Background: an optimization exercise with open tools, aiming at small area, a short achievable clock period and few clock cycles. Do not read the settings as production practice.
Function was checked by simulation only, so behaviour that the tests miss may differ from the original.

==> flow/design.v <==
module find_1#
(
    parameter WID=8
)
(
    d_i     ,
    pos_o   
);
input   [WID-1:0]    d_i;
output  reg[WID-1:0]     pos_o;
wire [WID-1:0] pos_oh;
reg [WID-1:0] op_t; 
integer i;
always @(*) begin
	for(i=0; i<WID; i=i+1) begin
		op_t[i] <= d_i[WID-1-i];
	end
end
assign pos_oh = op_t & (~op_t+1);	 
integer j;
always @(*) begin
	pos_o <= {WID{1'b1}};
	for(j=0; j<WID; j=j+1) begin
		if(pos_oh[j]==1) begin
			pos_o <= j-1;
		end
	end
end
endmodule
module q_sel #(
    parameter WIDTH = 8
) (
    rem     ,
    d       ,
    q       ,
    neg
);
input[5:0]   rem;
input[3:0]   d;
output[1:0]  q;
output       neg;
wire    table_8,table_9,table_10,table_11,table_12,table_13,table_14,table_15;
assign table_8  = d==4'b1000;
assign table_9  = d==4'b1001;
assign table_10 = d==4'b1010;
assign table_11 = d==4'b1011;
assign table_12 = d==4'b1100;
assign table_13 = d==4'b1101;
assign table_14 = d==4'b1110;
assign table_15 = d==4'b1111;
wire   q2       ;
wire   q0       ;
assign neg = 
            table_8 &&(rem>=6'b110100&&rem<6'b111110)
            ||table_9 &&(rem>=6'b110010&&rem<6'b111101)
            ||table_10&&(rem>=6'b110001&&rem<6'b111101)
            ||table_11&&(rem>=6'b110000&&rem<6'b111101)
            ||table_12&&(rem>=6'b101110&&rem<6'b111100)
            ||table_13&&(rem>=6'b101101&&rem<6'b111100)
            ||table_14&&(rem>=6'b101100&&rem<6'b111100)
            ||table_15&&(rem>=6'b101010&&rem<6'b111100);
assign q2 = 
            table_8 &&((rem>=6'b110100&&rem<6'b111010)||(rem>=6'b000110&&rem<=6'b001011))
            ||table_9 &&((rem>=6'b110010&&rem<6'b111001)||(rem>=6'b000111&&rem<=6'b001101))
            ||table_10&&((rem>=6'b110001&&rem<6'b111000)||(rem>=6'b001000&&rem<=6'b001110))
            ||table_11&&((rem>=6'b110000&&rem<6'b110111)||(rem>=6'b001000&&rem<=6'b001111))
            ||table_12&&((rem>=6'b101110&&rem<6'b110110)||(rem>=6'b001001&&rem<=6'b010001))
            ||table_13&&((rem>=6'b101101&&rem<6'b110110)||(rem>=6'b001010&&rem<=6'b010010))
            ||table_14&&((rem>=6'b101100&&rem<6'b110101)||(rem>=6'b001010&&rem<=6'b010011))
            ||table_15&&((rem>=6'b101010&&rem<6'b110100)||(rem>=6'b001011&&rem<=6'b010101));
assign q0 = 
            table_8 &&((rem>=6'b111110&&rem<=6'b111111)||  (rem>=0&&rem<6'b000010))
            ||table_9 &&((rem>=6'b111101&&rem<=6'b111111)||(rem>=0&&rem<6'b000010))
            ||table_10&&((rem>=6'b111101&&rem<=6'b111111)||(rem>=0&&rem<6'b000010))
            ||table_11&&((rem>=6'b111101&&rem<=6'b111111)||(rem>=0&&rem<6'b000010))
            ||table_12&&((rem>=6'b111100&&rem<=6'b111111)||(rem>=0&&rem<6'b000011))
            ||table_13&&((rem>=6'b111100&&rem<=6'b111111)||(rem>=0&&rem<6'b000011))
            ||table_14&&((rem>=6'b111100&&rem<=6'b111111)||(rem>=0&&rem<6'b000011))
            ||table_15&&((rem>=6'b111100&&rem<=6'b111111)||(rem>=0&&rem<6'b000100));
assign q =   q2 ? 2'b10 
            :q0 ? 2'b00
            :2'b01;
endmodule
module SRT4 #(
    parameter WID=64
) (
    clk         ,
    rst         ,
    dividend    ,
    divisor     ,
    sign        ,
    valid       ,
    ready       ,
    quotient    ,
    error       ,
    remainder      
);
input           clk;
input           rst;
input[WID-1:0]  dividend;
input[WID-1:0]  divisor;
input           sign;
input           valid;
output          error;
output          ready; 
output[WID-1:0]  quotient;
output[WID-1:0]  remainder;
wire [2*WID:0]  rem; 
reg             ready_o;
wire[WID-1:0]   pos_1;
wire[1:0]       q;
wire            neg;
reg[WID-1:0]    div_shift;
reg[WID-1:0]    dividend_r;
reg[WID-1:0]    divisor_r;
reg[1:0]        div_sign; 
reg             sign_r;    
wire[3:0]       qds_table;
wire[WID-1:0]   dividend_u;
wire[WID-1:0]   divisor_u;
wire[WID:0]     shift_divisor_X2;
wire[WID:0]     shift_divisor;
wire[WID:0]     shift_divisor_X2n;
wire[WID:0]     shift_divisor_n;
reg[WID:0]      Q;
reg[WID:0]      QM;  
reg[2*WID:0]    shift_rem;
reg[WID-1:0]    shift_dividend;
reg[WID:0]      div_cnt;
reg[WID:0]      fin_q;
reg[WID:0]      fin_rem;
wire[WID:0]     q_signed;
wire[WID:0]     rem_signed;
wire[WID:0]     q_unsigned;
wire[WID:0]     rem_unsigned;
reg[2:0]        state;
assign dividend_u = sign&&dividend[WID-1]?(~dividend+1):dividend;
assign divisor_u  = sign&&divisor[WID-1]?(~divisor+1):divisor;
always @(posedge clk) begin
    if(rst)begin
        sign_r <= 'b0;
    end
    else if(valid)begin
        sign_r <= sign;
    end
end
always @(posedge clk) begin
    if(rst)begin
        dividend_r <= 'b0;
        divisor_r  <= 'b0;
        div_sign   <= 'b0;
    end
    else if(valid)begin
        dividend_r <= dividend_u;
        divisor_r  <= divisor_u;
        div_sign   <= {dividend[WID-1],divisor[WID-1]};
    end
end
find_1#
(
    .WID(WID)
)
find_1(
    .d_i     (divisor_u),
    .pos_o   (pos_1)
);
q_sel #(
    .WIDTH(WID)
)q_sel (
    .rem     (shift_rem[2*WID:2*WID-5]),
    .d       (qds_table),
    .q       (q),
    .neg     (neg)
);
always @(posedge clk) begin
    if(rst)begin
        div_shift <= 'b0;
    end
    else if(state==IDLE&&valid)begin
        div_shift <= pos_1+1;
    end
end
assign rem              = {{(WID+1){0}},dividend_r}<<div_shift;
assign qds_table        = shift_divisor[WID-1:WID-4];
assign shift_divisor    = divisor_r<<div_shift;
assign shift_divisor_n  = (~shift_divisor)+1;
assign shift_divisor_X2 = shift_divisor<<1;
assign shift_divisor_X2n=(~shift_divisor_X2)+1; 
parameter       IDLE = 3'b000,
                DIV_PRE = 3'b001,
                DIV_WORKING = 3'b010,
                DIV_END = 3'b011,
                DIV_1   = 3'b100,
                DIV_ERROR=3'b101;
always @(posedge clk) begin
    if(rst)begin
        state <= IDLE;
    end
    else begin
        case (state)
            IDLE:begin
                if(valid)begin
                    if(divisor==0)begin
                        state <= DIV_ERROR;
                    end
                    else if(divisor==1)begin
                        state <= DIV_1; 
                    end
                    else begin
                        state <= DIV_PRE;
                    end
                end
            end
            DIV_PRE:state <= DIV_WORKING;
            DIV_WORKING:begin
                if(div_cnt=='b0)
                    state <= DIV_END;
            end
            DIV_END:begin
                state <= IDLE;
            end
            DIV_ERROR:begin
                state <= IDLE;
            end  
            DIV_1:begin
                state <= IDLE;
            end
            default: state <= IDLE;
        endcase
    end
end
always @(posedge clk) begin
    if(rst)begin
        shift_rem <= 'b0;
    end
    else if(state==DIV_PRE)begin
        shift_rem <= rem;
    end
    else begin
        case ({neg,q})
            3'b000:shift_rem <= {shift_rem[2*WID-2:WID-2]+0                 ,shift_rem[WID-3:0],2'b0};
            3'b001:shift_rem <= {shift_rem[2*WID-2:WID-2]+shift_divisor_n   ,shift_rem[WID-3:0],2'b0};
            3'b010:shift_rem <= {shift_rem[2*WID-2:WID-2]+shift_divisor_X2n ,shift_rem[WID-3:0],2'b0};
            3'b100:shift_rem <= {shift_rem[2*WID-2:WID-2]+0                 ,shift_rem[WID-3:0],2'b0};
            3'b101:shift_rem <= {shift_rem[2*WID-2:WID-2]+shift_divisor     ,shift_rem[WID-3:0],2'b0};
            3'b110:shift_rem <= {shift_rem[2*WID-2:WID-2]+shift_divisor_X2  ,shift_rem[WID-3:0],2'b0};
            default: ;
        endcase 
    end
end
always @(posedge clk) begin
    if(rst)begin
        Q <= 'b0;
        QM<= 'b0;
    end
    else if(state==DIV_WORKING)begin
        if(~neg)begin
            Q <= {Q[WID-3:0],q};
        end
        else begin
            Q <= {QM[WID-3:0],1'b1,q[0]};
        end
        if ((~neg)&(|q))begin
            QM <= {Q[WID-3:0],1'b0,q[1]};
        end
        else begin
            QM <= {QM[WID-3:0],~q};
        end
    end
    else begin
        Q <= 'b0;
        QM<= 'b0;
    end
end
always @(posedge clk) begin
    if(rst)begin
        fin_q   <= 'b0;
        fin_rem <= 'b0;
    end
    else if(state==IDLE&&valid&&divisor==1)begin
        fin_rem <= 'b0;
        fin_q   <= {1'b0,dividend_u};
    end
    else if(state==DIV_END)begin
        if((shift_rem[2*WID]))begin
            fin_rem <= shift_rem[2*WID:WID] + shift_divisor;
            fin_q   <= Q-1;
        end
        else begin
            fin_rem <= shift_rem[2*WID:WID];
            fin_q   <= Q ;
        end
    end
end
always @(posedge clk) begin
    if(rst)begin
        div_cnt <= 'b0;
    end
    else if(valid)begin
        div_cnt <= (WID>>1)-1;
    end
    else if(state==DIV_WORKING)begin
        div_cnt <= div_cnt - 1 ;
    end
end
always @(posedge clk) begin
    if(rst)begin
        ready_o <= 'b0;
    end
    else if(state==DIV_END)begin
        ready_o <= 1'b1;
    end
    else begin
        ready_o <= 1'b0;
    end
end
assign  q_signed     = (div_sign==2'b11||div_sign==2'b00)?fin_q:(~fin_q+1);
assign  rem_signed   = (div_sign[1]==1'b1)?(~(fin_rem>>div_shift)+1):(fin_rem>>div_shift);
assign  q_unsigned   = fin_q;
assign  rem_unsigned = fin_rem>>div_shift;
assign  ready    = state==DIV_1?1'b1:ready_o;
assign  quotient = sign_r?q_signed:q_unsigned;
assign  remainder= sign_r?rem_signed:rem_unsigned;
assign  error    = state==DIV_ERROR;
endmodule
==> flow/run.sh <==
#!/bin/bash
# synth_recipe.tcl (not shown) runs the flow's synth.tcl, then flattens the netlist and writes it again
# the make line also repeats each setting of config.mk as NAME=value (left out here)
make -C /OpenROAD-flow-scripts/flow DESIGN_CONFIG=/design/flow/config.mk WORK_HOME=/design/flow/orfs CLKGATE_MAP_FILE= SYNTH_SCRIPT=/design/flow/synth_recipe.tcl finish
==> flow/config.mk <==
export PLATFORM = sky130hd
export DESIGN_NAME = SRT4
export DESIGN_NICKNAME = SRT4
export VERILOG_FILES = /design/flow/design.v
export SDC_FILE = /design/flow/constraint.sdc
export NUM_CORES = 4
export LEC_CHECK = 0
export CAP_MARGIN = 20
export CORE_MARGIN = 2
export CORE_UTILIZATION = 40
export SLEW_MARGIN = 20
==> flow/constraint.sdc <==
create_clock -name core_clock -period 10.0 [get_ports {clk}]
set_input_delay 2.0000 -clock core_clock [delete_from_list [all_inputs] [get_ports {clk}]]
set_output_delay 2.0000 -clock core_clock [all_outputs]
set_load 0.01 [all_outputs]
==> metrics.md, run 1 <==
| Metric | Value |
|---|---|
| Post-synthesis sequential area ratio | 19.1% |
| Maximum clock path buffer count | 3 |
| Synth Flop Type | dfxtp_1 |
| FFs w/ async S/R, synth | 0% |
| First-pass GRT wire length | about 440000 um |
| HP Start | QM[61] |
| Drt pass-1 iters | 6 |
| CTS buffer count | 76 |
| FILL cells | 16300 |
| Maxcap violations | 0 |
| Pin count of the biggest net entering global routing | 97 |
| Clock sink total | a little over 600 |
| CTS tree | built |
| Unique cell type count in the Yosys netlist | 110 |
| Cells after synthesis | 8805 |
| DRC | 0 |
| Cts repair resizes | 0 |
| Core area | 158000 sq um |
| HPWL Detailed | 232000 um |
| Initial Util | 40.2% |
| Nets | slightly above 9000 |
| Flop-to-flop setup slack | 0.62 ns |
| Routed len/inst | 27.8 um |
| Outcome | no timing/DRC/antenna violations |
| Worst Hold Depth | 2 |
| Initial antenna violation count | 16 |
| Highest clock rate | 107 MHz |
| Via count | approximately 70000 |
| Avg Inst Size Synth | 7.23 sq um |
| Post-Route WL | 299000 um |
| Most frequent cells in the layout | nor2_1, nand2_1, a21oi_1 |
| Tmin final | 9.38 ns |
| Clock Skew | between 0.06 and 0.07 ns |
| Req. time, crit path | 10.55 ns |
| Fin Setup TNS | 0 ns |
| Commonest non-fill, non-tap cell in the layout | nor2_1 |
| Least-Margin Pin Slew | 1.23 ns |
| Top Ports | between 200 and 300 |
| Final Hold Fails | 0 |
| 1st-iter DRT viols | between 8000 and 9000 |
| Placer Congestion | 1.03 |
| GR Util All Layers | between 30% and 40% |
| Setup bufs post-CTS | 0 |
| # setup viols final | 0 |
| Crit share post-route | around 94% |
| Die width | 403 um |
| Hold/Removal Path Class | flip-flop to flip-flop |
| Layout cells sized above 1 | roughly 7.0% |
| Reg2reg start | div_shift[1] |
| RSZ-0062 raised after global routing | false |
| Crit path max fanout | 72 |
| Gr ovfl total | 0 |
| Hold Slack | roughly 0.39 ns |
| Port buffer count | roughly 260 |
| Row Count | 146 |
| Crit path DAT | 9.93 ns |
| Syn Nets | a little over 9000 |
| Mapped Area | 63600 sq um |
| Worst-path clk slew | 0.07 ns |
| Placed cells | roughly 11000 |
| DIE AREA | 162000 sq um |
| R2R depth | 24 |
| Vias/cell | roughly 6.5 |
| Yosys warnings | 2 |
| CTS H-Tree Depth | 3 |
| Post-synth EDFFs | 0 |
| Root Buffer | clkbuf_16 |
| Max-slew violation count | 0 |
| Register bit count reported by yosys | 608 |
| Post-route ant nets | 0 |
| Hold worst-path end | Q[63] |
| CTS hold repair buffers | 0 |
| Worst-Skew Late Latency | between 0.7 and 0.8 ns |
| Vias in the first global route | 64700 |
| CP startpoint kind | flip-flop |
| Slew HR | 18.2% |
| Reg-to-Reg End | shift_rem[128] |
| CP Class | flip-flop to flip-flop |
| Crit end category | flip-flop |
| Post-Layout Cell Count | 10800 |
| Area Growth Syn to Fin | 10.6% |
| Chip Height | 403 um |
worst max path at each step:
stage | from | to | slack (ns) | cells after the start
3_3_place_gp | div_shift[1] | shift_rem[128] | 1.18 | 22
2_1_floorplan | div_shift[1] | shift_rem[128] | 1.99 | 35
6_report | div_shift[1] | shift_rem[128] | 0.62 | 24
4_1_cts | div_shift[1] | shift_rem[128] | 0.81 | 22
5_1_grt | div_shift[1] | shift_rem[128] | 0.34 | 24
3_5_place_dp | div_shift[1] | shift_rem[128] | 0.91 | 22
cell usage after synthesis, types with 32 or more instances:
cell,instances,area share [%]
and3_1,64,0.63
xor2_1,201,2.8
mux4_2,128,4.5
nand2_1,922,5.4
dfxtp_1,608,19
o21bai_1,62,0.73
nor2_1,1123,6.6
mux2i_1,290,4.6
nand2b_1,89,0.88
a31oi_1,91,0.89
o31a_1,32,0.44
o31ai_1,67,0.79
a22oi_1,111,1.3
o22ai_1,114,1.1
a21oi_1,912,7.2
nand3_1,159,1.3
inv_1,247,1.5
ha_1,336,6.6
buf_2,57,0.45
o21ai_1,60,0.47
clkbuf_1,478,2.8
a211oi_1,254,3.0
or2_2,34,0.33
a221oi_1,77,1.1
xnor2_1,377,5.2
o21ai_0,393,3.1
and2_1,83,0.82
buf_1,80,0.47
nor4_1,84,0.83
o211ai_1,54,0.64
o21a_1,58,0.68
a21o_1,110,1.3
mux2_2,74,1.3
or3_1,95,0.93
nand4_1,54,0.53
nor3_1,263,2.1
or4_1,42,0.50
nor2b_1,68,0.67
routing by layer:
layer / track usage (%) / up-vias / wire (um)
li1: - / 31700 / -
met1: 47.1 / 33500 / 124000
met2: 53.3 / 3635 / 128000
met3: 6.65 / 715 / 27700
met4: 19.5 / 20 / 19400
met5: 0 / - / 121
worst max-delay path, cell delays in order (launching register included):
cell,delay (ns)
dfxtp_4,1.00
mux2i_1,0.28
o21ai_0,0.64
nand2_1,0.11
o21ai_0,0.15
nand2_1,0.12
o22ai_1,0.61
nand2_1,0.40
ha_1,0.52
or4_1,0.63
a211oi_1,0.58
nor4b_1,0.17
nor4_1,0.63
a2111oi_1,0.15
buf_4,0.20
nor3_1,0.51
a2111o_1,0.28
a31oi_1,0.12
buf_4,0.18
o41ai_1,0.52
a221oi_1,0.26
a2111oi_0,0.57
a21oi_1,0.14
a221oi_1,0.28
o31ai_1,0.11
flip-flops by register name, summed over array words and instances, names as in the netlist:
name / cells
div_shift: 24
sign_r: 1
div_sign: 2
ready_o: 1
div_cnt: 65
Q: 64
fin_rem: 65
QM: 62
state: 3
divisor_r: 64
shift_rem: 129
fin_q: 64
dividend_r: 64
kinds of logic after synthesis:
logic type,after synthesis,synth area share (%)
AO/OA/AOI/OAI,2671,26.7
XOR/XNOR,578,7.96
adder cells (fa/ha/maj),341,6.76
buffers and inverters,889,5.45
flip-flops,608,19.1
multiplexers,509,10.7
AND/OR/NAND/NOR,3209,23.3
area by class of cell:
| class | instances | area (sq um) | share of cell area (%) |
|---|---|---|---|
| Sequential cell | 608 | 12200 | 17.3 |
| Antenna cell | 3 | 7.51 | 0.0107 |
| Tap cell | 2072 | 2590 | 3.69 |
| Clock buffer | 106 | 2240 | 3.18 |
| Clock inverter | 31 | 449 | 0.639 |
| Timing Repair Buffer | 398 | 3680 | 5.23 |
| Inverter | 261 | 992 | 1.41 |
| Multi-Input combinational cell | 7308 | 48200 | 68.5 |
per-stage QoR:
stage | setup slack (ns) | cell area (sq um) | util (%)
after CTS | 0.815 | 70300 | 44.5
final | 0.624 | 70300 | 44.5
after global routing | 0.343 | 70300 | 44.5
after floorplan | 1.99 | 63600 | -
after global placement | 1.18 | 67600 | 42.7
after detailed placement | 0.905 | 67600 | 42.8
Testbench counts, summed over its fixed seeds: cycles 844,518.
==> run 2: changes to the inputs <==
==> flow/design.v (replaced) <==
module find_1 #(
    parameter WID = 64
) (
    input  [WID-1:0] d_i,
    output reg [6:0] len_o
);
integer j;
always @(*) begin
    len_o = 7'd0;
    for (j = 0; j < WID; j = j + 1)
        if (d_i[j]) len_o = j + 1;
end
endmodule
module q_sel (
    input  [64:0] s,
    input         neg,
    output        acc
);
assign acc = neg ? (s[64] | ~(|s)) : ~s[64];
endmodule
module SRT4 #(
    parameter WID = 64
) (
    clk         ,
    rst         ,
    dividend    ,
    divisor     ,
    sign        ,
    valid       ,
    ready       ,
    quotient    ,
    error       ,
    remainder
);
input           clk;
input           rst;
input[WID-1:0]  dividend;
input[WID-1:0]  divisor;
input           sign;
input           valid;
output          error;
output          ready;
output[WID-1:0] quotient;
output[WID-1:0] remainder;
reg         s_set;       
reg         s_it;        
reg         rdy_r;
reg         err_r;
reg [5:0]   cnt;
wire        idle = ~(s_set | s_it | rdy_r);
reg [63:0]  R;           
reg [64:0]  D;           
reg [63:0]  Q;           
reg         an, bn;      
wire [6:0]  la0, lb;
find_1 #(.WID(64)) fa (.d_i(R ^ {64{an}}),               .len_o(la0));
find_1 #(.WID(64)) fb (.d_i((D[63:0] ^ {64{bn}}) | 64'd1), .len_o(lb));
wire [6:0]  la = la0 + {6'd0, an};
wire [7:0]  k  = {1'b0, la} - {1'b0, lb};
wire        bz = ~|D[63:0];
wire [64:0] Dsh = D << k[5:0];
wire        sub = ~(an ^ bn);
wire        qn  = an ^ bn;
wire [64:0] S   = {an & R[63], R} + (D ^ {65{sub}}) + {64'd0, sub};
wire        acc;
q_sel qs (.s(S), .neg(an), .acc(acc));
wire        last = (cnt == 6'd0);
wire [63:0] Qng = ~Q + 64'd1;
wire [63:0] Qnx = (last & qn) ? (acc ? {~Q[62:0], 1'b1} : {Qng[62:0], 1'b0})
                              : {Q[62:0], acc};
always @(posedge clk) begin
    if (rst) begin
        s_set <= 1'b0;
        s_it  <= 1'b0;
        rdy_r <= 1'b0;
        err_r <= 1'b0;
    end else begin
        rdy_r <= 1'b0;
        err_r <= 1'b0;
        s_set <= idle & valid;
        if (s_set) begin
            if (bz)
                err_r <= 1'b1;
            else if (k[7])
                rdy_r <= 1'b1;
            else
                s_it <= 1'b1;
        end
        if (s_it & last) begin
            s_it  <= 1'b0;
            rdy_r <= 1'b1;
        end
    end
end
always @(posedge clk) begin
    if (idle) begin
        R  <= dividend;
        D  <= {sign & divisor[63], divisor};
        an <= sign & dividend[63];
        bn <= sign & divisor[63];
        Q  <= 64'd0;
    end else if (s_set) begin
        D   <= Dsh;
        cnt <= k[5:0];
    end else if (s_it) begin
        if (acc) R <= S[63:0];
        D   <= {D[64], D[64:1]};
        Q   <= Qnx;
        cnt <= cnt - 6'd1;
    end
end
assign ready     = rdy_r;
assign error     = err_r;
assign quotient  = Q;
assign remainder = R;
endmodule
==> metrics.md, run 2 <==
| Metric | Value |
|---|---|
| GR Util All Layers | 30.8% |
| Via count | 24300 |
| Syn Nets | between 3000 and 4000 |
| Final WS setup | 0.881 ns |
| Tmin final | 9.12 ns |
| Top reg by flops | D |
| Area leader, netlist | edfxtp_1 |
| Worst-Skew Late Latency | 0.62 ns |
| Final core utilization | 47.3% |
| CTS H-Tree Depth | 1 |
| Root Buffer | clkbuf_16 |
| Yosys top cell area share | 18.2% |
| CP Class | flip-flop to flip-flop |
| Post-route ant nets | 0 |
| Hold Slack | 0.490 ns |
| CTS buffer count | 28 |
| Unique cell type count in the Yosys netlist | 93 |
| Crit path DAT | roughly 9.4 ns |
| Met3 WL | 8270 um |
| RSZ-0062 raised after global routing | false |
| Synth Flop Type | edfxtp_1 |
| Core area | 56100 sq um |
| Least-Margin Pin Slew | between 1 and 1.5 ns |
| Maximum clock path buffer count | 3 |
| Die width | 241 um |
| Diode count | 0 |
| Most frequent cells in the layout | nand2_1, clkdlybuf4s50_1, nor2_1 |
| Top Ports | 262 |
| Vias in the first global route | between 20000 and 25000 |
| Pin count of the biggest net entering global routing | a little over 100 |
| Routed len/inst | 24.2 um |
| Largest family of logic cells by synthesized area | simple AND/OR/NAND/NOR gates |
| First-pass GRT wire length | roughly 140000 um |
| Worst-path cell chain | buf_4, xor2_4, buf_4, xnor2_1, ha_1, a21oi_1, o21ai_0, a21o_1, inv_1, o31ai_1, a21o_1, a211oi_1, o21ai_0, a211oi_1, o21ai_0, xnor2_1, nand4_1, nor4bb_1, nand4_1, nand2_1, nand2_1, nand2_2, buf_12 |
| Setup WS pre-CTS | 1.28 ns |
| Row Count | 87 |
| Synth Area in XOR/XNOR | 6.99% |
| Maxcap violations | 0 |
| Met1 Wirelength | between 30000 and 40000 um |
| HPWL Detailed | 68600 um |
| Area Growth Syn to Fin | 17.6% |
| Chip Height | 241 um |
| Post-Route WL | 92600 um |
| CP delay by family, top | compound AO/OA/AOI/OAI gates |
| Post-Synth Simple-Gate Area | between 20 and 30% |
| Register bit count reported by yosys | 205 |
| Nets | 3258 |
| Hold/Removal Path Class | flip-flop to flip-flop |
| Placer Congestion | between 0.9 and 1 |
| Initial antenna violation count | 6 |
| Mapped Area | 22600 sq um |
| Worst-path clk slew | 0.06 ns |
| Cts repair resizes | 0 |
| FFs w/ async S/R, synth | 0% |
| Commonest non-fill, non-tap cell in the layout | nand2_1 |
| Avg Inst Size Synth | 7.59 sq um |
| Yosys warnings | 2 |
| Worst path bufs/invs | 4 |
| Slowest library cell on the worst path | buf_4 |
| DRC | 0 |
| Initial Util | approximately two fifths |
| Crit end category | flip-flop |
| CP startpoint kind | flip-flop |
| Setup bufs post-CTS | 0 |
| # setup viols final | 0 |
| Drt pass-1 iters | 8 |
| Synth area leaders | edfxtp_1, nand2_1, dfxtp_1 |
| Crit path max fanout | 102 |
| CTS tree | built |
| Fin Setup TNS | 0 ns |
| Port buffer count | 261 |
| Synth Area in Adders | 4.28% |
| FILL cells | 5522 |
| CTS hold repair buffers | 0 |
| Outcome | no timing/DRC/antenna violations |
| Final Hold Fails | 0 |
| Most frequent cell after synthesis | nand2_1 |
| Layout cells sized above 1 | 6.35% |
| Top cell by count, worst path | o21ai_0 |
| Crit share post-route | 91.2% |
| Top post-synthesis cells by count | nand2_1, nor2_1, a21oi_1 |
| Clock Skew | approximately 0.054 ns |
| Clock sink total | about 210 |
| Largest register FFs | 65 |
| Vias/cell | 6.36 |
| Gr ovfl total | 0 |
| Compound-gate portion of the synthesized area | a little under a quarter |
| Post-synthesis sequential area ratio | 24.3% |
| Max incr delay on CP | 0.86 ns |
| WL met2 | 43700 um |
| Slew HR | between 10% and 20% |
| Mux share of post-synthesis cell area | under 10% |
| Highest clock rate | 110 MHz |
| Top flop regs | D: 65 flops, Q: 64 flops, R: 64 flops |
| Storage cell area | ~5500 sq um |
| Req. time, crit path | 10.26 ns |
| Area occupied by multi-input gates | 16000 sq um |
| Max-slew violation count | 0 |
| DIE AREA | 58300 sq um |
| Post-synth EDFFs | between 100 and 150 |
| Cells after synthesis | 2973 |
| Max Used Layer | met5 |
| 1st-iter DRT viols | between 2000 and 3000 |
[run 2: worst reg2reg max path: cells and delay by family, from the launching register on]
family          cells  cell delay (ns)
fa+ha+maj           1             0.47
buf+inv             4             1.79
xor+xnor            3             1.04
flops               1             0.76
simple gates        6             2.16
compound gates      9             2.52
[run 2: routing by layer]
layer,global-route usage [%],up-vias
met3,6.46,203
met4,9.00,12
met1,39.5,11700
met5,0,-
li1,-,11200
met2,52.2,1226
[run 2: path summary, 6_finish.rpt]
kind,depth (start not counted),slack (ns),to,from
hold / removal,2,0.49,Q[24],Q[24]
setup / recovery,23,0.88,R[56],bn
hold reg to reg,2,0.49,Q[24],Q[24]
setup reg to reg,23,0.88,R[56],bn
[run 2: cells by family (layout without fill, tap and decap cells)]
| group | Yosys count | after routing |
|---|---|---|
| xor+xnor | 180 | 180 |
| flops | 205 | 205 |
| mux | 149 | 149 |
| buf+inv | 312 | 410 |
| simple gates | 1211 | 1211 |
| fa+ha+maj | 76 | 76 |
| compound gates | 840 | 840 |
[run 2: through the flow]
| stage | instances | area (sq um) |
|---|---|---|
| after detailed placement | 3776 | 25600 |
| after global placement | 3776 | 25600 |
| after floorplan | 2973 | 22600 |
| final | 3827 | 26500 |
| after CTS | 3827 | 26500 |
| after global routing | 3827 | 26500 |
[run 2: area by class of cell]
cell class / instances / area share, %
inverters: 61 / 0.882
clock inverters: 11 / 0.406
multi-input cells: 2456 / 60.4
well taps: 756 / 3.57
repair buffers: 298 / 11.0
clock buffers: 40 / 3.02
flip-flops and latches: 205 / 20.6
Testbench counts of run 2, summed over its fixed seeds: cycles 343,594.

==> what the ideal ports hide <==
How much do the figures lean on ideal ports? The routed layouts below were timed once more, with nothing changed but the port constraints. Step 1 sets driving cells, clkbuf_16 on the clock port and buf_2 on the other inputs (assumed; they add their load-dependent delay and slew). Step 2 moves the port delays by t, midway between the first and last clock arrival at a register: inputs arrive t later, outputs are due t later. That takes back most of the time a late clock gives input paths. a / b / c = ideal / step 1 / step 2; a / b = the first two.
| run | t (ns) | slack for setup (ns) | clock arrival spread, ns | worst data-port slew with drivers (ns) |
|---|---|---|---|---|
| run 1 | 0.795 | 0.624 / 0.624 / 0.624 | 0.062 / 0.062 | 0.09 |
| run 2 | 0.652 | 0.881 / 0.881 / 0.881 | 0.054 / 0.054 | 0.08 |
After both steps setup and hold are still met in every run listed.
